This is an optimization exercise on Yosys and OpenROAD, whose aim is small area, not a production implementation. In this exercise RTL edits were held to simulation tests only and were not proved equivalent to the original. The clock port is modelled as an ideal driver; clocking choices that lean on that would not hold on a real chip. Power and IR drop assume default switching activity.

File: flow/flow/run.sh
#!/bin/bash
set -euo pipefail
bash standard.sh \
  "CTS_ARGS=-sink_clustering_enable -repair_clock_nets -sink_clustering_size 30 -sink_clustering_max_diameter 1000 -dont_use_dummy_load -buf_list sky130_fd_sc_hd__clkbuf_4 -root_buf sky130_fd_sc_hd__clkbuf_4" \
  "BUFFER_PORTS_ARGS=-buffer_cell sky130_fd_sc_hd__buf_1" \
  SKIP_REPAIR_TIE_FANOUT=1 \
  finish > flow_make.log 2>&1
File: flow/config.mk
export PLATFORM = sky130hd
export DESIGN_NAME = drsstc_sfp_transceiver_top
export DESIGN_NICKNAME = drsstc_sfp_transceiver_top
export VERILOG_FILES = /design/flow/design.v
export SDC_FILE = /design/flow/constraint.sdc
export NUM_CORES = 4
export LEC_CHECK = 0
export CAP_MARGIN = 20
export CORE_MARGIN = 2
export CORE_UTILIZATION = 40
export SLEW_MARGIN = 20
File: flow/constraint.sdc
create_clock -name core_clock -period 25.0 [get_ports {CLK_40M}]
set_input_delay 5.0000 -clock core_clock [delete_from_list [all_inputs] [get_ports {CLK_40M}]]
set_output_delay 5.0000 -clock core_clock [all_outputs]
set_load 0.01 [all_outputs]
File: flow/standard.sh
#!/bin/bash
# synth_recipe.tcl (not shown) runs the flow's synth.tcl, then flattens the netlist and writes it again
# the make line also repeats each setting of config.mk as NAME=value (left out here)
make -C /OpenROAD-flow-scripts/flow DESIGN_CONFIG=/design/flow/config.mk WORK_HOME=/design/flow/orfs CLKGATE_MAP_FILE= SYNTH_SCRIPT=/design/flow/synth_recipe.tcl "${@:-finish}"
File: flow/design.v
module reset_gen (
    input   wire    i_clk,
    input   wire    i_res_n,
    output  wire    o_res_n
);
    reg r_ff1;
    reg r_ff2;
    always @(posedge i_clk or negedge i_res_n) begin
        if (~i_res_n) begin
            r_ff1 <= 1'b0;
            r_ff2 <= 1'b0;
        end else begin
            r_ff1 <= 1'b1;
            r_ff2 <= r_ff1;
        end
    end
    assign o_res_n = r_ff2;
endmodule
module rx_decode(s, fo, bo, ok);
  input [9:0] s;
  wire [9:0] s;
  output fo;
  wire fo;
  output bo;
  wire bo;
  output ok;
  wire ok;
  wire _000_;
  wire _001_;
  wire _002_;
  wire _003_;
  wire _004_;
  wire _005_;
  wire _006_;
  wire _007_;
  wire _008_;
  wire _009_;
  wire _010_;
  wire _011_;
  wire _012_;
  wire _013_;
  wire _014_;
  wire _015_;
  wire _016_;
  wire _017_;
  wire _018_;
  wire _019_;
  wire _020_;
  wire _021_;
  wire _022_;
  wire _023_;
  wire _024_;
  wire _025_;
  wire _026_;
  wire _027_;
  wire _028_;
  wire _029_;
  wire _030_;
  wire _031_;
  wire _032_;
  wire _033_;
  wire _034_;
  wire _035_;
  wire _036_;
  wire _037_;
  wire _038_;
  wire _039_;
  wire _040_;
  wire _041_;
  wire _042_;
  wire _043_;
  wire _044_;
  wire _045_;
  wire _046_;
  wire _047_;
  wire _048_;
  wire _049_;
  wire _050_;
  wire _051_;
  wire _052_;
  wire _053_;
  wire _054_;
  wire _055_;
  wire _056_;
  wire _057_;
  wire _058_;
  wire _059_;
  wire _060_;
  wire _061_;
  wire _062_;
  wire _063_;
  wire _064_;
  wire _065_;
  wire _066_;
  wire _067_;
  wire _068_;
  wire _069_;
  wire _070_;
  wire _071_;
  wire _072_;
  wire _073_;
  wire _074_;
  wire _075_;
  wire _076_;
  wire _077_;
  wire _078_;
  wire _079_;
  wire _080_;
  wire _081_;
  wire _082_;
  wire _083_;
  wire _084_;
  wire _085_;
  wire _086_;
  wire _087_;
  wire _088_;
  wire _089_;
  wire _090_;
  wire _091_;
  wire _092_;
  wire _093_;
  wire _094_;
  wire _095_;
  wire _096_;
  wire _097_;
  wire _098_;
  wire _099_;
  wire _100_;
  wire _101_;
  wire _102_;
  wire _103_;
  wire _104_;
  wire _105_;
  wire _106_;
  wire _107_;
  wire _108_;
  wire _109_;
  wire _110_;
  wire _111_;
  assign _041_ = 4'h4 >> { _026_, s[8] };
  assign _042_ = 4'h1 >> { _041_, _027_ };
  assign _043_ = 4'h1 >> { _042_, s[4] };
  assign _044_ = 4'h1 >> { s[6], s[7] };
  assign _045_ = 4'h8 >> { s[6], s[7] };
  assign _046_ = 4'h1 >> { _045_, _044_ };
  assign _047_ = 4'h1 >> { _046_, _034_ };
  assign _048_ = 4'h8 >> { _047_, _033_ };
  assign _049_ = 4'h1 >> { _048_, _043_ };
  assign _050_ = 4'h4 >> { _049_, _040_ };
  assign _051_ = 4'h4 >> { _050_, _032_ };
  assign _052_ = 4'h4 >> { _049_, _032_ };
  assign _053_ = 4'h1 >> { _048_, _032_ };
  assign _054_ = 4'h4 >> { _053_, _043_ };
  assign _055_ = 4'h4 >> { _016_, _040_ };
  assign _056_ = 4'h1 >> { s[4], s[7] };
  assign _057_ = 4'h8 >> { _056_, _026_ };
  assign _058_ = 4'h1 >> s[5:4];
  assign _059_ = 4'h8 >> { _058_, _044_ };
  assign _060_ = 4'h8 >> { _018_, s[1] };
  assign _061_ = 4'h8 >> { _060_, s[2] };
  assign _062_ = 4'h1 >> { _018_, s[1] };
  assign _063_ = 4'h4 >> { _062_, s[2] };
  assign _064_ = 4'h1 >> { _063_, _061_ };
  assign _065_ = 4'h1 >> { _062_, s[2] };
  assign _066_ = 4'h2 >> { _060_, s[2] };
  assign _067_ = 4'h1 >> { _066_, _065_ };
  assign _068_ = 4'h4 >> { s[3], s[0] };
  assign _069_ = 4'h4 >> { _068_, _060_ };
  assign _070_ = 4'h2 >> { s[3], s[0] };
  assign _071_ = 4'h4 >> { _070_, _062_ };
  assign _072_ = 4'h1 >> { _071_, _069_ };
  assign _073_ = 4'h4 >> { _072_, _019_ };
  assign _074_ = 4'h8 >> s[9:8];
  assign _075_ = 4'h1 >> s[9:8];
  assign _076_ = 4'h2 >> { _075_, s[6] };
  assign _077_ = 4'h1 >> { _076_, _074_ };
  assign _078_ = 4'h1 >> { _074_, s[6] };
  assign _079_ = 4'h1 >> { _078_, _075_ };
  assign _080_ = 4'h4 >> { _020_, s[5] };
  assign _081_ = 4'h4 >> { s[4], s[6] };
  assign _082_ = 4'h2 >> { _081_, s[5] };
  assign _083_ = 4'h4 >> { _082_, _020_ };
  assign _084_ = 4'h1 >> { _083_, _080_ };
  assign _085_ = 4'h8 >> { _020_, s[5] };
  assign _086_ = 4'h1 >> { _082_, _020_ };
  assign _087_ = 4'h1 >> { _086_, _085_ };
  assign _088_ = 4'h8 >> { _073_, s[0] };
  assign _089_ = 4'h2 >> { _073_, s[1] };
  assign _090_ = 4'h1 >> { _089_, _088_ };
  assign _091_ = 4'h1 >> { _073_, s[1] };
  assign _092_ = 4'h4 >> { _073_, s[0] };
  assign _093_ = 4'h1 >> { _092_, _091_ };
  assign _094_ = 4'h1 >> { _022_, s[2] };
  assign _095_ = 4'h8 >> { _022_, s[2] };
  assign _096_ = 4'h1 >> { _095_, _094_ };
  assign _097_ = 4'h1 >> { _096_, _021_ };
  assign _098_ = 4'h1 >> { _075_, _074_ };
  assign _099_ = 4'h4 >> { _098_, _046_ };
  assign _100_ = 4'h1 >> { _098_, _047_ };
  assign _101_ = 4'h4 >> { _045_, s[5] };
  assign _102_ = 4'h8 >> { _101_, _036_ };
  assign _103_ = 4'h8 >> { _058_, _045_ };
  assign _104_ = 4'h4 >> { _103_, s[9] };
  assign _105_ = 4'h4 >> { _045_, s[9] };
  assign _106_ = 4'h8 >> { _105_, _058_ };
  assign _107_ = 4'h1 >> { _023_, _100_ };
  assign _108_ = 4'h4 >> { _107_, _099_ };
  assign _109_ = 4'h1 >> { _023_, _099_ };
  assign _110_ = 4'h4 >> { _109_, _100_ };
  assign _111_ = 4'h8 >> { _096_, _021_ };
  assign _000_ = 4'h1 >> { _111_, _024_ };
  assign _001_ = 4'h4 >> { _000_, _097_ };
  assign _002_ = 4'h2 >> { _021_, s[2] };
  assign _003_ = 4'h4 >> { _021_, s[2] };
  assign _004_ = 4'h1 >> { _003_, _002_ };
  assign _005_ = 4'h8 >> { _021_, s[2] };
  assign _006_ = 4'h1 >> { _021_, s[2] };
  assign _007_ = 4'h1 >> { _006_, _005_ };
  assign _008_ = 4'h4 >> { _025_, _022_ };
  assign _009_ = 4'h2 >> { _025_, _022_ };
  assign _010_ = 4'h1 >> { _009_, _008_ };
  assign _011_ = 4'h1 >> { _010_, _024_ };
  assign _012_ = 4'h1 >> { _025_, _022_ };
  assign _013_ = 4'h8 >> { _025_, _022_ };
  assign _014_ = 4'h1 >> { _013_, _024_ };
  assign _015_ = 4'h4 >> { _014_, _012_ };
  assign _016_ = 4'he >> { _052_, _054_ };
  assign _017_ = 4'he >> { _051_, _055_ };
  assign _018_ = 4'he >> { _057_, _059_ };
  assign _019_ = 4'hb >> { _064_, _067_ };
  assign _020_ = 4'hb >> { _077_, _079_ };
  assign _021_ = 4'hb >> { _084_, _087_ };
  assign _022_ = 4'hb >> { _090_, _093_ };
  assign _023_ = 8'hfe >> { _102_, _104_, _106_ };
  assign _024_ = 4'he >> { _108_, _110_ };
  assign _025_ = 4'hb >> { _004_, _007_ };
  assign ok = 8'hfe >> { _001_, _011_, _015_ };
  assign bo = 2'h1 >> _017_;
  assign fo = 2'h1 >> _073_;
  assign _026_ = 4'h1 >> { s[5], s[6] };
  assign _027_ = 4'h2 >> { _026_, s[8] };
  assign _028_ = 4'h4 >> s[5:4];
  assign _029_ = 4'h2 >> { _028_, s[6] };
  assign _030_ = 4'h1 >> { _029_, _027_ };
  assign _031_ = 4'h1 >> { s[9], s[7] };
  assign _032_ = 4'h4 >> { _031_, _030_ };
  assign _033_ = 4'h8 >> { s[4], s[9] };
  assign _034_ = 4'h8 >> { _033_, s[5] };
  assign _035_ = 4'h4 >> { _034_, s[8] };
  assign _036_ = 4'h1 >> { s[4], s[9] };
  assign _037_ = 4'h2 >> { _033_, _026_ };
  assign _038_ = 4'h4 >> { _037_, _036_ };
  assign _039_ = 4'h1 >> { _038_, _035_ };
  assign _040_ = 4'h2 >> { _039_, s[7] };
endmodule
module drsstc_sfp_transceiver_top (
    input           CLK_40M,
    input           RST_N,
    input   [7:0]   IN,
    output  [7:0]   OUT,
    input   [2:0]   LV_IN,
    output  [2:0]   LV_OUT,
    input   [7:0]   DIP_SW1,
    input   [7:0]   DIP_SW2,
    output  [1:0]   LED_TX,
    output  [1:0]   LED_RX,
    input           SFP_LOSS_SIG,
    output          SFP_RATE_SEL,
    output          SFP_TX_DIS_N,
    input           SFP_TX_FLT,
    input           LVDS_DAT_OUT,
    output          LVDS_DAT_IN,
    output          LVDS_DRV_EN,
    output          LVDS_RCV_EN_N,
    output          TP1,
    output          TP2
    );
    wire            w_clk = CLK_40M;
    wire            w_rst_n;
    reset_gen reset_gen_inst (
        .i_clk ( w_clk ),
        .i_res_n ( RST_N ),
        .o_res_n ( w_rst_n )
    );
    reg     [1:0]   r_ser;
    reg     [3:0]   r_bit;
    reg     [10:0]  r_frm;
    reg             r_boot2;     
    wire            w_boot1 = r_boot2 | r_frm[10] |
                              ((&r_frm[9:5]) & (r_frm[4] | r_frm[3]));   
    wire            w_bit0  = (r_bit == 4'd0);
    wire            w_smp   = w_bit0 & (r_ser == 2'd2);    
    wire            w_frm   = w_bit0 & (r_ser == 2'd3);    
    wire            w_bit9  = r_bit[3] & r_bit[0];           
    wire            w_last  = w_bit9 & (r_ser == 2'd0);
    wire            w_k28   = (r_frm[7:0] == 8'd0);
    wire            w_first = (r_frm == 11'd0) & ~r_boot2;
    always @(posedge w_clk or negedge w_rst_n) begin
        if (~w_rst_n) begin
            r_ser <= 2'd0;
            r_bit <= 4'd0;
            r_frm <= 11'd0;
            r_boot2 <= 1'b0;
        end else begin
            r_ser <= r_ser + 2'd1;
            r_bit <= w_last ? 4'd0 : r_bit + {3'd0, (r_ser == 2'd0)};
            r_frm <= r_frm + {10'd0, w_frm};
            if (w_frm && (&r_frm[10:6]) && (&r_frm[3:0])) begin
                r_boot2 <= 1'b1;
            end
        end
    end
    reg             r_X, r_P, r_Q;
    always @(posedge w_clk) begin
        if (w_smp) begin
            r_X <= ~DIP_SW1[0] ^ IN[0];
            r_P <= ~DIP_SW1[0] ^ IN[0] ^ IN[1];
            r_Q <= ~DIP_SW1[0];
        end
    end
    reg             r_disp;      
    reg             r_lastbit;   
    wire            w_K = w_k28;
    wire            w_a = ~w_K & ~r_P;
    wire            w_b = ~w_K & r_P;
    wire            w_c = w_K | r_X;                 
    wire            w_e = w_K | ~r_X;
    wire            w_f = w_K | ~(r_X & r_Q);
    wire            w_g = ~w_K & r_Q;
    wire            w_h = w_K | ~(r_X | r_Q);
    wire            w_j = ~w_K & (r_X | ~r_Q);
    wire            w_m6 = r_disp & (w_K | r_X);
    wire            w_m4 = r_disp & (w_K | ~r_X);
    wire            w_dispout = ~r_disp ^ (~r_X & r_Q & ~w_K);
    always @(posedge w_clk) begin
        if (w_last) begin
            r_lastbit <= (w_j ^ w_m4) & ~w_first;
        end
    end
    always @(posedge w_clk or negedge w_rst_n) begin
        if (~w_rst_n) begin
            r_disp <= 1'b0;
        end else if (w_last) begin
            r_disp <= w_dispout;
        end
    end
    reg             w_symbit;
    always @(*) begin
        case (r_bit)
            4'd1: w_symbit = w_a ^ w_m6;
            4'd2: w_symbit = w_b ^ w_m6;
            4'd3: w_symbit = w_c ^ w_m6;
            4'd4: w_symbit = w_c ^ w_m6;
            4'd5: w_symbit = w_e ^ w_m6;
            4'd6: w_symbit = ~w_m6;
            4'd7: w_symbit = w_f ^ w_m4;
            4'd8: w_symbit = w_g ^ w_m4;
            4'd9: w_symbit = w_h ^ w_m4;
            default: w_symbit = r_lastbit;
        endcase
    end
    wire            w_txbit = ~w_first & w_symbit;
    reg             r_serialData;
    always @(posedge w_clk or negedge w_rst_n) begin
        if (~w_rst_n) begin
            r_serialData <= 1'b0;
        end else begin
            r_serialData <= w_txbit & ~SFP_TX_FLT;
        end
    end
    reg     [2:0]   r_syncFF;
    reg     [1:0]   r_rcvState;
    reg             r_DataEn;
    wire            w_ts = r_syncFF[2] ^ r_syncFF[1];
    always @(posedge w_clk or negedge w_rst_n) begin
        if (~w_rst_n) begin
            r_syncFF <= 3'd0;
            r_rcvState <= 2'd0;
            r_DataEn <= 1'b0;
        end else begin
            r_syncFF <= {r_syncFF[1:0], LVDS_DAT_OUT};
            r_rcvState <= w_ts ? 2'd0 : r_rcvState + 2'd1;
            r_DataEn <= (r_rcvState == 2'd1);
        end
    end
    wire            w_rxbit = r_syncFF[2] ^ ~r_rcvState[1];
    reg     [9:0]   r_shift;
    reg             r_shift10;
    always @(posedge w_clk or negedge w_rst_n) begin
        if (~w_rst_n) begin
            r_shift[0] <= 1'b0;
            r_shift[1] <= 1'b0;
            r_shift[3] <= 1'b0;
            r_shift[5] <= 1'b0;
        end else if (r_DataEn) begin
            r_shift[0] <= w_rxbit;
            r_shift[1] <= r_shift[0];
            r_shift[3] <= r_shift[2];
            r_shift[5] <= r_shift[4];
        end
    end
    always @(posedge w_clk) begin
        if (r_DataEn) begin
            r_shift[2] <= r_shift[1];
            r_shift[4] <= r_shift[3];
            r_shift[9:6] <= r_shift[8:5];
            r_shift10 <= r_shift[9];
        end
    end
    wire            w_k28_det = (r_shift == 10'b0011111010) |
                                (r_shift == 10'b1100000101);
    reg     [3:0]   r_bitCnt;
    wire            w_capture = r_bitCnt[3] & r_bitCnt[0];    
    reg     [7:0]   r_gap;       
    reg             r_gapok;     
    reg             r_locked;
    wire            w_gap_end = (r_gap == 8'hff) & w_capture;
    always @(posedge w_clk or negedge w_rst_n) begin
        if (~w_rst_n) begin
            r_bitCnt <= 4'd0;
        end else begin
            r_bitCnt <= (r_DataEn & (w_k28_det | w_capture)) ? 4'd0 : r_bitCnt + {3'd0, r_DataEn};
        end
    end
    always @(posedge w_clk or negedge w_rst_n) begin
        if (~w_rst_n) begin
            r_gapok <= 1'b0;
            r_locked <= 1'b0;
        end else if (r_DataEn) begin
            if (w_k28_det) begin
                r_gapok <= 1'b1;
            end else if (w_gap_end) begin
                r_gapok <= 1'b0;
            end
            if (~r_gapok) begin
                r_locked <= 1'b0;
            end else if (w_k28_det) begin
                r_locked <= w_gap_end;
            end
        end
    end
    always @(posedge w_clk) begin
        r_gap <= (r_DataEn & w_k28_det) ? 8'd0 : r_gap + {7'd0, r_DataEn & w_capture};
    end
    reg             r_capture_FF;
    reg             r_k28_5_det_FF;
    always @(posedge w_clk) begin
        r_capture_FF <= w_capture;
        r_k28_5_det_FF <= w_k28_det;
    end
    wire            w_out_trig = r_capture_FF & ~w_capture & ~r_k28_5_det_FF;
    wire            w_dec_f, w_dec_b, w_dec_ok;
    rx_decode rx_decode_inst (
        .s ( {r_shift10, r_shift[9:1]} ),
        .fo ( w_dec_f ),
        .bo ( w_dec_b ),
        .ok ( w_dec_ok )
    );
    wire            w_ok = w_dec_ok & r_locked;
    reg             r_RawPls;
    reg             r_Option;
    always @(posedge w_clk or negedge w_rst_n) begin
        if (~w_rst_n) begin
            r_RawPls <= 1'b0;
            r_Option <= 1'b0;
        end else if (w_out_trig) begin
            r_RawPls <= w_ok & w_dec_f;
            if (w_ok) begin
                r_Option <= w_dec_b;
            end
        end
    end
    wire    [1:0]   w_rx_led = {r_RawPls, ~r_locked};
    wire    [1:0]   w_tx_led = {~SFP_TX_FLT, SFP_TX_FLT};
    assign LED_RX = ~w_boot1 ? 2'b11 : ~r_boot2 ? 2'b00 : w_rx_led;
    assign LED_TX = ~w_boot1 ? 2'b11 : ~r_boot2 ? 2'b00 : w_tx_led;
    assign OUT[0] = r_RawPls;
    assign OUT[1] = r_Option;
    assign OUT[7:2] = 6'd0;
    assign LV_OUT[2:0] = 3'd0;
    assign TP1 = 1'b0;
    assign TP2 = 1'b0;
    assign SFP_RATE_SEL = 1'b0;
    assign SFP_TX_DIS_N = SFP_TX_FLT;
    assign LVDS_DRV_EN = ~SFP_TX_FLT;
    assign LVDS_RCV_EN_N = 1'b0;
    assign LVDS_DAT_IN = r_serialData;
endmodule
==> results_dict.tcl, run 1 <==
set metrics [dict create \
    post_drt_wl_per_cell_um 12.15 \
    ys_warn_count 2 \
    cts_setup_buffers 0 \
    io_pins 54 \
    grt.total_usage_pct 12.76 \
    rows 32 \
    crit_path_end_kind "output port" \
    rsz0062_at_grt "false" \
    maxCapViolCount 0 \
    cp-startpoint "SFP_TX_FLT" \
    start_util_pct 41.59 \
    grt_max_degree 39 \
    cts_root_buf "clkbuf_4" \
    yosysSeqAreaShare_pct 47.41 \
    vias 2153 \
    cts_tree "yes" \
    clock_latency_ps 400 \
    dpl-instance-area_um2 3253 \
    r2r-start "r_shift[9]" \
    finalInstanceArea_um2 3321 \
    die_h_um 93.87 \
    grt.overflow.total 0 \
    ys_types 50 \
    cts_hold_buffers 0 \
    critPathRequiredTime_ps 20000 \
    synth_seq_cells 61 \
    core_um2 7767 \
    h-tree-depth 3 \
    fin_total_pwr_uw 227.1 \
    synthesis.nets 372 \
    powerDensity_nw_per_um2 68.39 \
    leakage_nw 1.395 \
    die_w_um 93.87 \
    drcViolationCount 0 \
    clock_sinks 61 \
    hpwlAfterDp_mm 3.674 \
    avgViaCountPerCell 5.114 \
    fin_skew_ps 36.23 \
    yosys.area.top_type "dfrtp_1" \
    io_buffers 15 \
    cts_resized 0 \
    synth_common_cells "dfrtp_1 (40), nor2_1 (31), nand2_1 (24)" \
    clockBufferDepth 2 \
    crit_family "buffers and inverters" \
    numCtsBuffers 9 \
    peakVddDrop_uv 29.87 \
    slew_headroom_pct 63.42 \
    period_needed_ps 10490 \
    antenna_cells 0 \
    ys_top_cells_by_area "dfrtp_1 (31%), edfxtp_1 (10%), ha_1 (7.0%)" \
    crit_chain "buf_1 > inv_1 > o21ai_0 > buf_1" \
    crit_path_frequent_cell "buf_1" \
    yosysMostFrequentCell "dfrtp_1" \
    grt_pass1_vias 1950 \
    drv_slew 0 \
    synth_edf_count 11 \
    crit_fanout 3 \
    wirelength_mm 5.114 \
    drive_gt1_share_pct 7.210 \
    worstMarginPinSlew_ps 547.6 \
    antenna_found_initial 0 \
    area_growth_pct 2.788 \
    setup_viol 0 \
    nets 371 \
    fin_crit_sh_pct 41.96 \
    worstSetupPathType "in -> out" \
    status "finished clean" \
    synth_top_area_share_pct 30.98 \
    cp.arrival_ps 5490 \
    finalHoldViolCount 0 \
    cp-start-kind "input pin" \
    synthCells 322 \
    syn_area_um2 3231 \
    crit_path_top_delay_cell "buf_1" \
    worstHoldPathType "reg -> async" \
    crit_buf_inv 3 \
    synth.avg_cell_area_um2 10.03 \
    place_congestion 0.7813 \
    dieArea_um2 8812 \
    crit_path_max_incr_delay_ps 170 \
    clk_pin_slew_worst_paths_ps 120 \
    grt_pass1_wl_mm 8.728 \
    first_iter_violations 81 \
    fin_tns_setup_ps 0 \
    firstDrtPassIters 4 \
    drt.antenna.violating_nets 0 \
    async_flop_share_pct 65.57 \
    synth_ff_type "dfrtp_1" \
    timing.fmax_ghz 0.09532 \
]
==> metal layers <==
layer / GRT usage [%] / up-vias / part of all wire, %
met4: 5.435 / 0 / 1.5
met5: 0 / - / 0
met3: 4.334 / 8 / 3.0
li1: - / 1087 / -
met1: 17.10 / 1025 / 50
met2: 18.81 / 33 / 45
==> layout by cell type, fill, tap and decap left out, types with 5 or more instances in the layout <==
cell and instances:
nand2b_1 6, clkbuf_4 9, dfrtp_1 40, inv_1 13, xor2_1 10, nand3_1 16
xnor2_1 16, and2_1 6, nor2_1 31, o21ai_0 16, nand2_1 24, edfxtp_1 11
buf_1 15, dfxtp_1 10, nor3_1 7, ha_1 18, mux2_2 5, nor2b_1 5
nor4_1 7, a21oi_1 6
==> metrics by stage <==
step | std cells | setup WS, ps | hold WS, ps | utilization (%)
floorplan | 322 | 14650 | 331.2 | -
global placement | 412 | 14520 | 304.6 | 41.88
detailed placement | 412 | 14500 | 313.6 | 41.88
CTS | 421 | 14500 | 286.5 | 42.75
global route | 421 | 14470 | 330.2 | 42.75
finish | 421 | 14510 | 261.3 | 42.75
==> final timing paths <==
| check | endpoint | slack [ps] | depth (start not counted) |
|---|---|---|---|
| min | r_frm[8] | 260 | 1 |
| max reg2reg | r_Option | 22120 | 12 |
| min reg2reg | r_frm[8] | 260 | 1 |
| max | LED_TX[0] | 14510 | 4 |
| max in group asynchronous | reset_gen_inst.r_ff2 | 20480 | 1 |
| min in group core_clock | reset_gen_inst.r_ff2 | 350 | 0 |
==> kinds of logic (layout without fill, tap and decap cells) <==
kind of cell / after synthesis / count (layout) / share of synthesized area [%]
mux: 10 / 10 / 3.641
xor+xnor: 26 / 26 / 7.049
buf+inv: 41 / 38 / 6.739
fa+ha+maj: 18 / 18 / 6.971
flops: 61 / 61 / 47.41
other cells: 2 / 2 / 0.2325
simple gates: 122 / 122 / 19.09
compound gates: 42 / 42 / 8.870
==> where the power goes <==
part / internal, mW / switching, mW
clock network: 0.0167 / 0.0296
registers: 0.115 / 0.0170
logic: 0.0268 / 0.0217
total: 0.159 / 0.0683
==> state kept, by name, summed over array words and instances, names as in the netlist, 2 cells and up <==
register and count:
r_bitCnt 4, r_ser 2, r_bit 4, r_shift 10, r_syncFF 3, r_gap 8, r_rcvState 2, r_frm 11
==> cell type report <==
type | instances | area, um2
clock buffer | 9 | 67.56
fill | 774 | 4447
inverter | 13 | 48.80
multi-input combinational | 220 | 1481
sequential | 61 | 1531
tap | 102 | 127.6
timing repair buffer | 16 | 63.81
==> run 2: changes to the inputs <==
--- a/flow/design.v
+++ b/flow/design.v
@@ -17,4 +17,125 @@
     assign o_res_n = r_ff2;
 endmodule
+module tx_bit(v, K, X, A, B, d, J, first, txbit);
+  input [3:0] v;
+  wire [3:0] v;
+  input K;
+  wire K;
+  input X;
+  wire X;
+  input A;
+  wire A;
+  input B;
+  wire B;
+  input d;
+  wire d;
+  input J;
+  wire J;
+  input first;
+  wire first;
+  output txbit;
+  wire txbit;
+  wire _000_;
+  wire _001_;
+  wire _002_;
+  wire _003_;
+  wire _004_;
+  wire _005_;
+  wire _006_;
+  wire _007_;
+  wire _008_;
+  wire _009_;
+  wire _010_;
+  wire _011_;
+  wire _012_;
+  wire _013_;
+  wire _014_;
+  wire _015_;
+  wire _016_;
+  wire _017_;
+  wire _018_;
+  wire _019_;
+  wire _020_;
+  wire _021_;
+  wire _022_;
+  wire _023_;
+  wire _024_;
+  wire _025_;
+  wire _026_;
+  wire _027_;
+  wire _028_;
+  wire _029_;
+  wire _030_;
+  wire _031_;
+  wire _032_;
+  wire _033_;
+  wire _034_;
+  wire _035_;
+  wire _036_;
+  wire _037_;
+  wire _038_;
+  wire _039_;
+  wire _040_;
+  wire _041_;
+  wire _042_;
+  wire _043_;
+  wire _044_;
+  wire _045_;
+  wire _046_;
+  wire _047_;
+  wire _048_;
+  wire _049_;
+  assign _000_ = 4'h1 >> { A, v[3] };
+  assign _001_ = 4'h2 >> { B, v[3] };
+  assign _002_ = 4'h1 >> { _001_, _000_ };
+  assign _003_ = 4'h1 >> { _002_, v[2] };
+  assign _004_ = 4'h2 >> { d, X };
+  assign _005_ = 4'h2 >> { X, v[1] };
+  assign _006_ = 4'h2 >> { _005_, v[2] };
+  assign _007_ = 4'h4 >> { _006_, _004_ };
+  assign _008_ = 4'h1 >> { _007_, _003_ };
+  assign _009_ = 4'h1 >> { v[3], v[1] };
+  assign _010_ = 4'h4 >> { _009_, _008_ };
+  assign _011_ = 4'h1 >> { _006_, _004_ };
+  assign _012_ = 4'h8 >> { B, v[2] };
+  assign _013_ = 4'h2 >> { _012_, v[1] };
+  assign _014_ = 4'h4 >> { _013_, _011_ };
+  assign _015_ = 4'h2 >> { d, v[2] };
+  assign _016_ = 4'h1 >> { _015_, _001_ };
+  assign _017_ = 4'h1 >> { _016_, X };
+  assign _018_ = 4'h2 >> { _017_, v[0] };
+  assign _019_ = 4'h4 >> { _018_, _014_ };
+  assign _020_ = 4'h4 >> { _019_, _010_ };
+  assign _021_ = 4'h1 >> { _008_, v[0] };
+  assign _022_ = 4'h1 >> { _021_, K };
+  assign _023_ = 4'h4 >> { _022_, _020_ };
+  assign _024_ = 4'h1 >> v[2:1];
+  assign _025_ = 4'h1 >> { v[3], v[0] };
+  assign _026_ = 4'h2 >> { _025_, _024_ };
+  assign _027_ = 4'h1 >> { _024_, v[3] };
+  assign _028_ = 4'h1 >> { _027_, _026_ };
+  assign _029_ = 4'h2 >> { _024_, v[3] };
+  assign _030_ = 4'h1 >> { v[2], v[0] };
+  assign _031_ = 4'h8 >> { _030_, _009_ };
+  assign _032_ = 4'h1 >> { _031_, _029_ };
+  assign _033_ = 4'h2 >> { _009_, v[0] };
+  assign _034_ = 4'h1 >> { _033_, v[2] };
+  assign _035_ = 4'h4 >> { _009_, v[2] };
+  assign _036_ = 4'h1 >> { _035_, _030_ };
+  assign _037_ = 4'h1 >> { _048_, d };
+  assign _038_ = 4'h8 >> { _048_, d };
+  assign _039_ = 4'h2 >> { _038_, K };
+  assign _040_ = 4'h4 >> { _039_, _037_ };
+  assign _041_ = 4'h2 >> { _037_, K };
+  assign _042_ = 4'h4 >> { _041_, _038_ };
+  assign _043_ = 4'h2 >> { _049_, _047_ };
+  assign _044_ = 4'h4 >> { _043_, _023_ };
+  assign _045_ = 4'h1 >> { _047_, J };
+  assign _046_ = 4'h1 >> { _045_, first };
+  assign txbit = 4'h4 >> { _046_, _044_ };
+  assign _047_ = 4'hb >> { _028_, _032_ };
+  assign _048_ = 4'hb >> { _034_, _036_ };
+  assign _049_ = 4'he >> { _040_, _042_ };
+endmodule
 module rx_decode(s, fo, bo, ok);
   input [9:0] s;
@@ -311,29 +432,22 @@
         end
     end
-    reg             r_X, r_P, r_Q;
+    reg             r_disp;      
+    reg             r_lastbit;   
+    reg             r_X, r_A, r_B;
+    wire            w_Xin = ~DIP_SW1[0] ^ IN[0];
     always @(posedge w_clk) begin
         if (w_smp) begin
-            r_X <= ~DIP_SW1[0] ^ IN[0];
-            r_P <= ~DIP_SW1[0] ^ IN[0] ^ IN[1];
-            r_Q <= ~DIP_SW1[0];
+            r_X <= w_Xin;
+            r_A <= w_Xin ^ IN[1] ^ (r_disp & w_Xin);
+            r_B <= ~DIP_SW1[0] ^ (r_disp & ~w_Xin);
         end
     end
-    reg             r_disp;      
-    reg             r_lastbit;   
     wire            w_K = w_k28;
-    wire            w_a = ~w_K & ~r_P;
-    wire            w_b = ~w_K & r_P;
-    wire            w_c = w_K | r_X;                 
-    wire            w_e = w_K | ~r_X;
-    wire            w_f = w_K | ~(r_X & r_Q);
-    wire            w_g = ~w_K & r_Q;
-    wire            w_h = w_K | ~(r_X | r_Q);
-    wire            w_j = ~w_K & (r_X | ~r_Q);
-    wire            w_m6 = r_disp & (w_K | r_X);
-    wire            w_m4 = r_disp & (w_K | ~r_X);
-    wire            w_dispout = ~r_disp ^ (~r_X & r_Q & ~w_K);
+    wire            w_nd = ~r_disp;
+    wire            w_dispout = w_nd ^ (~r_X & (r_B ^ r_disp) & ~w_K);
+    wire            w_j = w_K ? r_disp : (r_X | ~r_B);
     always @(posedge w_clk) begin
         if (w_last) begin
-            r_lastbit <= (w_j ^ w_m4) & ~w_first;
+            r_lastbit <= w_j & ~w_first;
         end
     end
@@ -345,20 +459,16 @@
         end
     end
-    reg             w_symbit;
-    always @(*) begin
-        case (r_bit)
-            4'd1: w_symbit = w_a ^ w_m6;
-            4'd2: w_symbit = w_b ^ w_m6;
-            4'd3: w_symbit = w_c ^ w_m6;
-            4'd4: w_symbit = w_c ^ w_m6;
-            4'd5: w_symbit = w_e ^ w_m6;
-            4'd6: w_symbit = ~w_m6;
-            4'd7: w_symbit = w_f ^ w_m4;
-            4'd8: w_symbit = w_g ^ w_m4;
-            4'd9: w_symbit = w_h ^ w_m4;
-            default: w_symbit = r_lastbit;
-        endcase
-    end
-    wire            w_txbit = ~w_first & w_symbit;
+    wire            w_txbit;
+    tx_bit tx_bit_inst (
+        .v ( r_bit ),
+        .K ( w_K ),
+        .X ( r_X ),
+        .A ( r_A ),
+        .B ( r_B ),
+        .d ( r_disp ),
+        .J ( r_lastbit ),
+        .first ( w_first ),
+        .txbit ( w_txbit )
+    );
     reg             r_serialData;
     always @(posedge w_clk or negedge w_rst_n) begin
@@ -377,11 +487,12 @@
             r_syncFF <= 3'd0;
             r_rcvState <= 2'd0;
-            r_DataEn <= 1'b0;
         end else begin
             r_syncFF <= {r_syncFF[1:0], LVDS_DAT_OUT};
             r_rcvState <= w_ts ? 2'd0 : r_rcvState + 2'd1;
-            r_DataEn <= (r_rcvState == 2'd1);
         end
     end
+    always @(posedge w_clk) begin
+        r_DataEn <= (r_rcvState == 2'd1);
+    end
     wire            w_rxbit = r_syncFF[2] ^ ~r_rcvState[1];
     reg     [9:0]   r_shift;
==> flow/flow/run.sh (replaced) <==
#!/bin/bash
set -euo pipefail
bash standard.sh \
  "PRE_CTS_TCL=$PWD/flow/clock_tree.tcl" \
  "CTS_ARGS=-repair_clock_nets -dont_use_dummy_load" \
  "BUFFER_PORTS_ARGS=-buffer_cell sky130_fd_sc_hd__buf_1" \
  SKIP_REPAIR_TIE_FANOUT=1 \
  finish > flow_make.log 2>&1
==> flow/flow/clock_tree.tcl (new file) <==
# Pre-CTS hook: drive the flip-flop clock pins from a few clock buffers fed
# straight from the clock port, one buffer per group of nearby flip-flops
# (k-means on the placed positions, buffer at the group's centre). All
# clock pins then see the same two-stage path: port -> buffer -> pin.
set ngroups [expr {[info exists ::env(CLK_GROUPS)] ? $::env(CLK_GROUPS) : 4}]
set bufcell [expr {[info exists ::env(CLK_BUF)] ? $::env(CLK_BUF) : "sky130_fd_sc_hd__clkbuf_8"}]
set clk_net [get_nets CLK_40M]
set pins {}
set xs {}
set ys {}
foreach pin [get_pins -of_objects $clk_net] {
  if {[get_property $pin direction] ne "input"} { continue }
  set inst [[sta::sta_to_db_pin $pin] getInst]
  set bb [$inst getBBox]
  lappend pins $pin
  lappend xs [expr {([$bb xMin] + [$bb xMax]) / 2.0}]
  lappend ys [expr {([$bb yMin] + [$bb yMax]) / 2.0}]
}
set n [llength $pins]
# initial centres: spread along x
set idx [lsort -real -indices $xs]
set cx {}
set cy {}
for {set g 0} {$g < $ngroups} {incr g} {
  set k [lindex $idx [expr {int(($g + 0.5) * $n / $ngroups)}]]
  lappend cx [lindex $xs $k]
  lappend cy [lindex $ys $k]
}
for {set it 0} {$it < 50} {incr it} {
  set asg {}
  for {set i 0} {$i < $n} {incr i} {
    set best 0
    set bd 1e30
    for {set g 0} {$g < $ngroups} {incr g} {
      set d [expr {abs([lindex $xs $i] - [lindex $cx $g]) + abs([lindex $ys $i] - [lindex $cy $g])}]
      if {$d < $bd} { set bd $d; set best $g }
    }
    lappend asg $best
  }
  for {set g 0} {$g < $ngroups} {incr g} {
    set sx 0.0; set sy 0.0; set c 0
    for {set i 0} {$i < $n} {incr i} {
      if {[lindex $asg $i] == $g} { set sx [expr {$sx + [lindex $xs $i]}]; set sy [expr {$sy + [lindex $ys $i]}]; incr c }
    }
    if {$c > 0} { lset cx $g [expr {$sx / $c}]; lset cy $g [expr {$sy / $c}] }
  }
}
set dbu [[ord::get_db_block] getDbUnitsPerMicron]
for {set g 0} {$g < $ngroups} {incr g} {
  set grp {}
  for {set i 0} {$i < $n} {incr i} {
    if {[lindex $asg $i] == $g} { lappend grp [lindex $pins $i] }
  }
  if {[llength $grp] == 0} { continue }
  puts "clock group $g: [llength $grp] pins at [expr {[lindex $cx $g] / $dbu}] [expr {[lindex $cy $g] / $dbu}]"
  insert_buffer -buffer_cell $bufcell -net $clk_net -load_pins $grp \
    -location [list [expr {[lindex $cx $g] / $dbu}] [expr {[lindex $cy $g] / $dbu}]] \
    -buffer_name clkbuf_leaf_$g -net_name clknet_leaf_$g
}
--- a/flow/config.mk
+++ b/flow/config.mk
@@ -8,4 +8,4 @@
 export CAP_MARGIN = 20
 export CORE_MARGIN = 2
-export CORE_UTILIZATION = 40
+export CORE_UTILIZATION = 65
 export SLEW_MARGIN = 20
==> run 2 against run 1 <==
  * Cell count decreased by 18%
  * Worst hold slack got worse by 170 ps
  * Critical endpoint unchanged
  * Clock power decreased by 19%
  * Global-route usage increased by 4.7 points
  * Fmax about the same
  * Core utilization increased by 25 points
  * Routed wire length decreased by 12%
  * Synthesized cell count decreased by 7.5%
  * Sequential cell count unchanged
  * Clock skew decreased by 18 ps
  * First-iteration DRC count decreased by 22%
  * Cell area decreased by 4.9%
==> results_dict.tcl, run 2 <==
set metrics [dict create \
    status "finished clean" \
    rows 25 \
    drv_slew 0 \
    final_cell_mix "dfrtp_1 (39), nor2_1 (25), ha_1 (18)" \
    async_flop_share_pct 63.93 \
    fin_skew_ps 18.55 \
    cts_resized 0 \
    timing.fmax_ghz 0.09534 \
    dieArea_um2 5414 \
    grt_pass1_vias 1750 \
    synth_simple_gate_area_share_pct 16.94 \
    drive_gt1_share_pct 7.850 \
    slew_headroom_pct 61.90 \
    place_congestion 0.8043 \
    io_pins 54 \
    maxCapViolCount 0 \
    synth_top_area_share_pct 31.01 \
    fin_tns_setup_ps 0 \
    pre_cts_ws_ps 14500 \
    ys_types 53 \
    peakVddDrop_uv 51.15 \
    crit_fanout 4 \
    largest_reg_flops 11 \
    avgViaCountPerCell 5.487 \
    fin_crit_sh_pct 41.96 \
    antenna_cells 0 \
    synth-xor-area-share_pct 6.680 \
    finalInstanceArea_um2 3159 \
    antenna_found_initial 0 \
    die_h_um 73.58 \
    syn_area_um2 3147 \
    period_needed_ps 10490 \
    rsz0062_at_grt "false" \
    cts_setup_buffers 0 \
    clock_latency_ps 160 \
    ys_top_cells_by_area "dfrtp_1 (31%), edfxtp_1 (10%), ha_1 (7.2%)" \
    top_register "r_frm" \
    firstDrtPassIters 4 \
    synthesis.nets 348 \
    critPathRequiredTime_ps 20000 \
    largestRegisters "r_frm (11), r_shift (10), r_gap (8)" \
    dpl-instance-area_um2 3104 \
    io_buffers 15 \
    synth-compound-area-share_pct 9.304 \
    crit_path_max_incr_delay_ps 170 \
    powerDensity_nw_per_um2 69.26 \
    cts_hold_buffers 0 \
    synth.avg_cell_area_um2 10.56 \
    yosysSeqAreaShare_pct 48.51 \
    synth_common_cells "dfrtp_1 (39), nor2_1 (25), ha_1 (18)" \
    cp.arrival_ps 5490 \
    core_um2 4692 \
    yosysMostFrequentCell "dfrtp_1" \
    final_common_cell "dfrtp_1" \
    post_drt_wl_per_cell_um 13.01 \
    synth_top_family_by_area "simple AND/OR/NAND/NOR gates" \
    finalHoldViolCount 0 \
    grt_max_degree 33 \
    drcViolationCount 0 \
    hpwlAfterDp_mm 3.332 \
    first_iter_violations 63 \
    synthCells 298 \
    grt.overflow.total 0 \
    yosys.area.top_type "dfrtp_1" \
    area_growth_pct 0.3976 \
    worstMarginPinSlew_ps 570.7 \
    ys_warn_count 2 \
    wirelength_mm 4.513 \
    crit_path_frequent_cell "buf_1" \
    worstSetupPathType "in -> out" \
    crit_path_top_delay_cell "buf_1" \
    crit_chain "buf_1 > inv_1 > o21ai_0 > buf_1" \
    grt.total_usage_pct 17.42 \
    die_w_um 73.58 \
    synth_seq_cells 61 \
    synth_edf_count 11 \
    vias 1904 \
    synth_mux_area_share_pct 4.095 \
    fin_ws_ps 14510 \
    leakage_nw 1.342 \
    grt_pass1_wl_mm 7.797 \
    worstHoldPathType "reg -> async" \
    drt.antenna.violating_nets 0 \
    setup_viol 0 \
    synth_ff_type "dfrtp_1" \
    crit_path_end_kind "output port" \
    start_util_pct 67.07 \
    nets 345 \
    synth_fa_ha_area_share_pct 7.157 \
    clk_pin_slew_worst_paths_ps 90 \
    cp-start-kind "input pin" \
]
-- run 2: cell type report, clock buffers not listed --
class | count | area (um2)
multi-input combinational | 199 | 1398
fill | 395 | 1533
inverter | 13 | 48.80
timing repair buffer | 16 | 63.81
tap | 54 | 67.56
sequential | 61 | 1526
-- run 2: worst paths after layout --
| path | from | end | slack [ps] | depth (start not counted) |
|---|---|---|---|---|
| setup / recovery | SFP_TX_FLT | LED_TX[0] | 14510 | 4 |
| hold / removal | reset_gen_inst.r_ff2 | r_ser[1] | 90 | 0 |
| setup reg to reg | r_shift[7] | r_Option | 22150 | 11 |
| hold reg to reg | reset_gen_inst.r_ff2 | r_ser[1] | 90 | 0 |
| max in group asynchronous | RST_N | reset_gen_inst.r_ff1 | 20270 | 1 |
| min in group core_clock | r_syncFF[0] | r_syncFF[1] | 360 | 0 |
-- run 2: cells by family after synthesis --
family,after synthesis
compound gates,41
xor+xnor,24
fa+ha+maj,18
buf+inv,38
flops,61
mux,11
other cells,2
simple gates,103
-- run 2: metrics by stage --
stage                     std cells  power, mW  util [%]  hold WS, ps
after CTS                       347     0.2139     67.33        92.51
after detailed placement        343     0.1841     66.16        89.85
after floorplan                 298     0.1783         -        331.2
after global placement          343     0.1825     66.16        91.04
final                           347     0.2188     67.33        94.64
after global routing            347     0.2343     67.33        122.6
-- run 2: worst max-delay path: cells and delay by family --
kind / cells / cell delay [ps]
compound gates: 1 / 130
buf+inv: 3 / 360
-- run 2: where the power goes --
part           internal (mW)  switching (mW)  total [mW]  leakage (nW)
Clock                 0.0148          0.0226      0.0373        0.0288
Sequential             0.115          0.0175       0.133         0.695
Combinational         0.0272          0.0215      0.0487         0.618
-- run 2: metal layers --
layer	global-route usage [%]	routed length, um
met1	27.07	2327
met2	27.38	1935
met3	1.646	173
met4	2.424	76
met5	0	0
==> run 3: changes to the inputs <==
--- a/flow/flow/run.sh
+++ b/flow/flow/run.sh
@@ -2,4 +2,5 @@
 set -euo pipefail
 bash standard.sh \
+  "POST_FLOORPLAN_TCL=$PWD/flow/downsize.tcl" \
   "PRE_CTS_TCL=$PWD/flow/clock_tree.tcl" \
   "CTS_ARGS=-repair_clock_nets -dont_use_dummy_load" \
==> flow/flow/downsize.tcl (new file) <==
# Post-floorplan hook: synthesis sizes some gates up for drive strength;
# put every combinational gate back to the smallest-area cell of its kind
# (same function and pins, only the _N drive suffix differs). The standard
# repair_design after placement then sizes up only what slew or
# capacitance limits need.
set dont_use {}
if {[info exists ::env(DONT_USE_CELLS)]} { set dont_use $::env(DONT_USE_CELLS) }
set db [ord::get_db]
set masters {}
foreach lib [$db getLibs] {
  foreach m [$lib getMasters] { lappend masters $m }
}
set nswap 0
foreach inst [[ord::get_db_block] getInsts] {
  set m [$inst getMaster]
  if {[$m getType] ne "CORE"} { continue }
  set name [$m getName]
  if {![regexp {^(sky130_fd_sc_hd__[a-z0-9]+)_([0-9]+)$} $name -> base drive]} { continue }
  if {[regexp {__(df|edf|sdf|dl|conb|tap|fill|decap|diode|clk)} $name]} { continue }
  set best $name
  set barea [expr {[$m getWidth] * [$m getHeight]}]
  foreach m2 $masters {
    set n2 [$m2 getName]
    if {![regexp "^${base}_\[0-9\]+\$" $n2]} { continue }
    if {[lsearch -exact $dont_use $n2] >= 0} { continue }
    if {[llength [get_lib_cells -quiet */$n2]] == 0} { continue }
    set a2 [expr {[$m2 getWidth] * [$m2 getHeight]}]
    if {$a2 < $barea} { set best $n2; set barea $a2 }
  }
  if {$best ne $name} {
    replace_cell [$inst getName] $best
    incr nswap
  }
}
puts "downsize: $nswap gates set to their smallest size"
==> run 3 against run 2 <==
  * Clock skew up 9.5 ps
  * Sequential cell count unchanged
  * Still clean
  * Die area unchanged
  * Via count up 1.4%
  * Critical endpoint unchanged
  * Routed wire length down 0.91%
==> results_dict.tcl, run 3 <==
set metrics [dict create \
    status "finished clean" \
    hpwlAfterDp_mm 3.386 \
    synth_seq_cells 61 \
    place_congestion 0.7999 \
    fin_tns_setup_ps 0 \
    finalInstanceArea_um2 3118 \
    powerDensity_nw_per_um2 67.63 \
    die_h_um 73.58 \
    start_util_pct 67.07 \
    cts_resized 0 \
    period_needed_ps 10500 \
    nets 345 \
    drcViolationCount 0 \
    yosys.area.top_type "dfrtp_1" \
    maxCapViolCount 0 \
    synth_ff_type "dfrtp_1" \
    leakage_nw 1.318 \
    dpl-instance-area_um2 3063 \
    multi_input_area_um2 1356 \
    clock_latency_ps 160 \
    post_drt_wl_per_cell_um 12.89 \
    seq_area_um2 1526 \
    final_cell_mix "dfrtp_1 (39), nor2_1 (27), ha_1 (18)" \
    pre_cts_ws_ps 14500 \
    synthesis.nets 348 \
    clk_pin_slew_worst_paths_ps 110 \
    fin_crit_sh_pct 42.00 \
    rows 25 \
    antenna_cells 0 \
    peakVddDrop_uv 64.48 \
    n_fill_cell 381 \
    largest_reg_flops 11 \
    grt.total_usage_pct 17.30 \
    layout.cells.non_filler 347 \
    cp.arrival_ps 5500 \
    cts_hold_buffers 0 \
    crit_path_end_kind "output port" \
    timing.fmax_ghz 0.09524 \
    top_register "r_frm" \
    antenna_found_initial 0 \
    synthCells 298 \
    synth_common_cells "dfrtp_1 (39), nor2_1 (25), ha_1 (18)" \
    vias 1930 \
    slew_headroom_pct 52.17 \
    r2r_slack_ps 21950 \
    synth_edf_count 11 \
    fin_skew_ps 28.07 \
    firstDrtPassIters 5 \
    drt.antenna.violating_nets 0 \
    final_common_cell "dfrtp_1" \
    drive_gt1_share_pct 5.119 \
    io_pins 54 \
    ys_top_cells_by_area "dfrtp_1 (31%), edfxtp_1 (10%), ha_1 (7.2%)" \
    largestRegisters "r_frm (11), r_shift (10), r_gap (8)" \
    avgViaCountPerCell 5.562 \
    grt_pass1_vias 1750 \
    grt_max_degree 35 \
    critPathRequiredTime_ps 20000 \
    setup_viol 0 \
    yosysSeqAreaShare_pct 48.51 \
    io_buffers 15 \
    finalHoldViolCount 0 \
    cts_setup_buffers 0 \
    grt.overflow.total 0 \
    rsz0062_at_grt "false" \
    r2r-start "r_shift[7]" \
    first_iter_violations 113 \
    async_flop_share_pct 63.93 \
    grt_pass1_wl_mm 7.707 \
    r2r_end "r_Option" \
    placedCellCount 343 \
    yosysMostFrequentCell "dfrtp_1" \
    ys_types 53 \
    wirelength_mm 4.472 \
    cp-start-kind "input pin" \
    crit_fanout 4 \
    synth_top_area_share_pct 31.01 \
    ys_warn_count 2 \
    dieArea_um2 5414 \
    area_growth_pct -0.9145 \
    fin_ws_ps 14500 \
    r2r_cells 11 \
    core_um2 4692 \
    worstHoldPathType "reg -> async" \
    worstMarginPinSlew_ps 708.2 \
    synth.avg_cell_area_um2 10.56 \
    syn_area_um2 3147 \
    die_w_um 73.58 \
    drv_slew 0 \
    worstSetupPathType "in -> out" \
]
run 3: cell counts after synthesis:
Identical to the previous run, type by type.
run 3: stage by stage:
| step | total power, mW | hold WS, ps | util [%] |
|---|---|---|---|
| floorplan | 0.1783 | 331.2 | - |
| finish | 0.2109 | 62.04 | 66.45 |
| global placement | 0.1750 | 51.51 | 65.28 |
| detailed placement | 0.1770 | 55.10 | 65.28 |
| CTS | 0.2067 | 59.53 | 66.45 |
| global route | 0.2255 | 91.79 | 66.45 |
run 3: how the worst max path moves through the flow:
stage | from | to | slack (ps) | cells past startpoint
2_1_floorplan | SFP_TX_FLT | LED_TX[0] | 14660 | 2
3_3_place_gp | SFP_TX_FLT | LED_TX[0] | 14500 | 4
3_5_place_dp | SFP_TX_FLT | LED_TX[0] | 14500 | 4
4_1_cts | SFP_TX_FLT | LED_TX[0] | 14500 | 4
5_1_grt | SFP_TX_FLT | LED_TX[0] | 14440 | 4
6_report | SFP_TX_FLT | LED_TX[0] | 14500 | 4
run 3: worst max-delay path, cell delays in order:
cell and delay [ps]:
buf_1 130, inv_1 60, o21ai_0 140, buf_1 170
run 3: layer usage:
metal  vias to the layer above  global-route usage [%]  share of wire [%]
li1                       1004                       -                  -
met5                         -                       0                  0
met1                       898                   25.43                 49
met3                         5                   1.235                3.8
met2                        23                   29.27                 46
met4                         0                   1.818                1.3
run 3: kinds of logic (layout without fill, tap and decap cells):
group           count (synthesis)  count (layout)  synth area share, %
flops                          61              61                48.51
xor+xnor                       24              24                6.680
buf+inv                        38              33                7.077
mux                            11              11                4.095
compound gates                 41              41                9.304
fa+ha+maj                      18              18                7.157
simple gates                  103             103                16.94
other cells                     2               2               0.2387
run 3: final cells by class, clock buffers not listed:
cell class | instances | area share, %
inverter | 13 | 1.565
multi-input combinational | 199 | 43.50
sequential | 61 | 48.96
tap | 54 | 2.167
timing repair buffer | 16 | 2.047
run 3: report_power, final:
part           switching (mW)  internal (mW)
clock network          0.0221         0.0147
logic                  0.0196         0.0231
registers              0.0161          0.115
total                  0.0578          0.153
==> run 4: changes to the inputs <==
--- a/flow/design.v
+++ b/flow/design.v
@@ -459,5 +459,5 @@
         end
     end
-    wire            w_txbit;
+    wire            w_symbit;
     tx_bit tx_bit_inst (
         .v ( r_bit ),
@@ -469,6 +469,7 @@
         .J ( r_lastbit ),
         .first ( w_first ),
-        .txbit ( w_txbit )
+        .txbit ( w_symbit )
     );
+    wire            w_txbit = ~w_first & w_symbit;
     reg             r_serialData;
     always @(posedge w_clk or negedge w_rst_n) begin
==> run 4 against run 3 <==
  * Via count increased by 0.41%
  * Cell area increased by 0.20%
  * Die area about the same
  * Critical path depth unchanged
  * Clock power increased by 1%
  * Largest power group unchanged
  * Power increased by 0.65%
  * Worst hold slack improved by 13 ps
  * Cell count increased by 1.4%
  * Global-route usage increased by 1.3 points
==> results_dict.tcl, run 4 <==
set metrics [dict create \
    cp.arrival_ps 5500 \
    wirelength_mm 4.603 \
    crit_path_top_delay_cell "buf_1" \
    yosysMostFrequentCell "dfrtp_1" \
    worstSetupPathType "in -> out" \
    rsz0062_at_grt "false" \
    finalHoldViolCount 0 \
    core_um2 4692 \
    cts_setup_buffers 0 \
    ys_types 53 \
    period_needed_ps 10500 \
    worstMarginPinSlew_ps 634.3 \
    hpwlAfterDp_mm 3.376 \
    drt.antenna.violating_nets 0 \
    fin_total_pwr_uw 212.2 \
    fin_hold_ws_ps 74.93 \
    ys_warn_count 2 \
    leakage_nw 1.312 \
    async_flop_share_pct 63.93 \
    die_w_um 73.61 \
    rows 25 \
    cp-start-kind "input pin" \
    seq_area_um2 1526 \
    final_common_cell "dfrtp_1" \
    drive_gt1_share_pct 5.369 \
    maxCapViolCount 0 \
    synthCells 302 \
    setup_viol 0 \
    start_util_pct 67.12 \
    synth_common_cells "dfrtp_1 (39), nor2_1 (29), nand2_1 (21)" \
    r2r_slack_ps 22050 \
    powerDensity_nw_per_um2 67.93 \
    grt_max_degree 34 \
    vias 1938 \
    fin_skew_ps 15.72 \
    slew_headroom_pct 57.16 \
    synth_seq_cells 61 \
    status "finished clean" \
    grt.total_usage_pct 18.56 \
    r2r_end "r_Option" \
    timing.fmax_ghz 0.09520 \
    antenna_cells 0 \
    grt.overflow.total 0 \
    io_buffers 15 \
    grt_pass1_wl_mm 8.286 \
    largest_reg_flops 11 \
    synth_ff_type "dfrtp_1" \
    largestRegisters "r_frm (11), r_shift (10), r_gap (8)" \
    grt_pass1_vias 1902 \
    fin_tns_setup_ps 0 \
    cts_hold_buffers 0 \
    crit_path_end_kind "output port" \
    crit_path_frequent_cell "buf_1" \
    yosys.area.top_type "dfrtp_1" \
    post_drt_wl_per_cell_um 13.08 \
    first_iter_violations 64 \
    final_cell_mix "dfrtp_1 (39), nor2_1 (31), nand2_1 (21)" \
    fin_crit_sh_pct 42.02 \
    nets 350 \
    n_fill_cell 401 \
    crit_chain "buf_1 > inv_1 > o21ai_0 > buf_1" \
    firstDrtPassIters 4 \
    r2r_cells 11 \
    ys_top_cells_by_area "dfrtp_1 (31%), edfxtp_1 (10%), ha_1 (7.2%)" \
    io_pins 54 \
    cts_resized 0 \
    worstHoldPathType "reg -> async" \
    place_congestion 0.7737 \
    area_growth_pct -0.7945 \
    clock_latency_ps 150 \
    synthesis.nets 352 \
    crit_fanout 4 \
    clk_pin_slew_worst_paths_ps 90 \
    yosysSeqAreaShare_pct 48.47 \
    critPathRequiredTime_ps 20000 \
    multi_input_area_um2 1359 \
    die_h_um 73.61 \
    synth.avg_cell_area_um2 10.43 \
    syn_area_um2 3149 \
    top_register "r_frm" \
    avgViaCountPerCell 5.506 \
    antenna_found_initial 0 \
    drv_slew 0 \
    drcViolationCount 0 \
    r2r-start "r_shift[7]" \
    peakVddDrop_uv 48.11 \
    synth_top_area_share_pct 30.99 \
    crit_path_max_incr_delay_ps 170 \
    dieArea_um2 5418 \
    synth_edf_count 11 \
]
## run 4: worst max-delay path, delay by kind of cell
kind | cells | cell delay, ps
AOI/OAI and AO/OA | 1 | 140
buffers and inverters | 3 | 370
## run 4: area by class of cell, clock buffers not listed
cell class              count  share of cell area (%)
flip-flops and latches     61                   48.86
multi-input cells         203                   43.49
well taps                  54                   2.163
repair buffers             16                   2.042
inverters                  14                   1.682
## run 4: worst max path at each step
stage / cells past startpoint / slack (ps) / endpoint / start
floorplan: 2 / 14660 / LED_TX[0] / SFP_TX_FLT
global placement: 4 / 14510 / LED_TX[0] / SFP_TX_FLT
detailed placement: 4 / 14500 / LED_TX[0] / SFP_TX_FLT
CTS: 4 / 14500 / LED_TX[0] / SFP_TX_FLT
global route: 4 / 14420 / LED_TX[0] / SFP_TX_FLT
finish: 4 / 14500 / LED_TX[0] / SFP_TX_FLT
## run 4: cell families after synthesis
family                   count (synthesis)  share of synthesized area, %
flip-flops                              61                         48.47
other                                    2                        0.2385
multiplexers                            11                         4.211
adder cells (fa/ha/maj)                 18                         7.151
XOR/XNOR                                24                         6.675
buffers and inverters                   38                         6.952
AO/OA/AOI/OAI                           41                         8.980
AND/OR/NAND/NOR                        107                         17.32
## run 4: stage by stage
stage	utilization [%]	std cells	instance area, um2	setup slack, ps
6_report	66.59	352	3124	14500
5_1_grt	66.59	352	3124	14420
4_1_cts	66.59	352	3124	14500
3_5_place_dp	65.41	348	3069	14500
3_3_place_gp	65.41	348	3069	14510
2_1_floorplan	-	302	3149	14660
## run 4: layer usage
layer / routed length, um / global-route usage, % / vias up
li1: - / - / 1008
met1: 2260 / 26.52 / 912
met2: 2150 / 32.24 / 13
met3: 138 / 1.646 / 5
met4: 53 / 1.616 / 0
met5: 0 / 0 / -
## run 4: where the power goes
part           internal, mW  switching, mW
Combinational        0.0229         0.0195
Clock                0.0148         0.0226
Sequential            0.115         0.0173
Total                 0.153         0.0593

what the ideal ports hide:
No port has a modelled driver above. Below, the same layouts with a new extraction and two added sets of constraints.
Step 1: set_driving_cell puts a clkbuf_16 on CLK_40M and a buf_2 on each other input, an assumption about the parent block.
Step 2 times the ports against the registers' clock, not the clock port: input delays grow and output delays shrink by t, the midpoint of the rising clock arrivals with the driver on.
Slacks: ideal ports / drivers / drivers and shift; pairs: ideal ports / drivers.
| run | shift t [ns] | setup WS [ns] | clock arrival spread, ns | slew at the worst register clock pin (ns) |
|---|---|---|---|---|
| run 1 | 0.408 | 14.509 / 14.486 / 14.486 | 0.037 / 0.036 | 0.12 / 0.12 |
| run 2 | 0.202 | 14.511 / 14.486 / 14.486 | 0.020 / 0.019 | 0.10 / 0.10 |
| run 3 | 0.202 | 14.500 / 14.477 / 14.477 | 0.028 / 0.028 | 0.11 / 0.11 |
| run 4 | 0.206 | 14.495 / 14.474 / 14.474 | 0.016 / 0.016 | 0.10 / 0.10 |
After both steps every run listed still meets setup and hold. For run 2, which loses most, drivers alone change the setup slack by -0.025 ns; drivers and shift together by -0.025 ns.
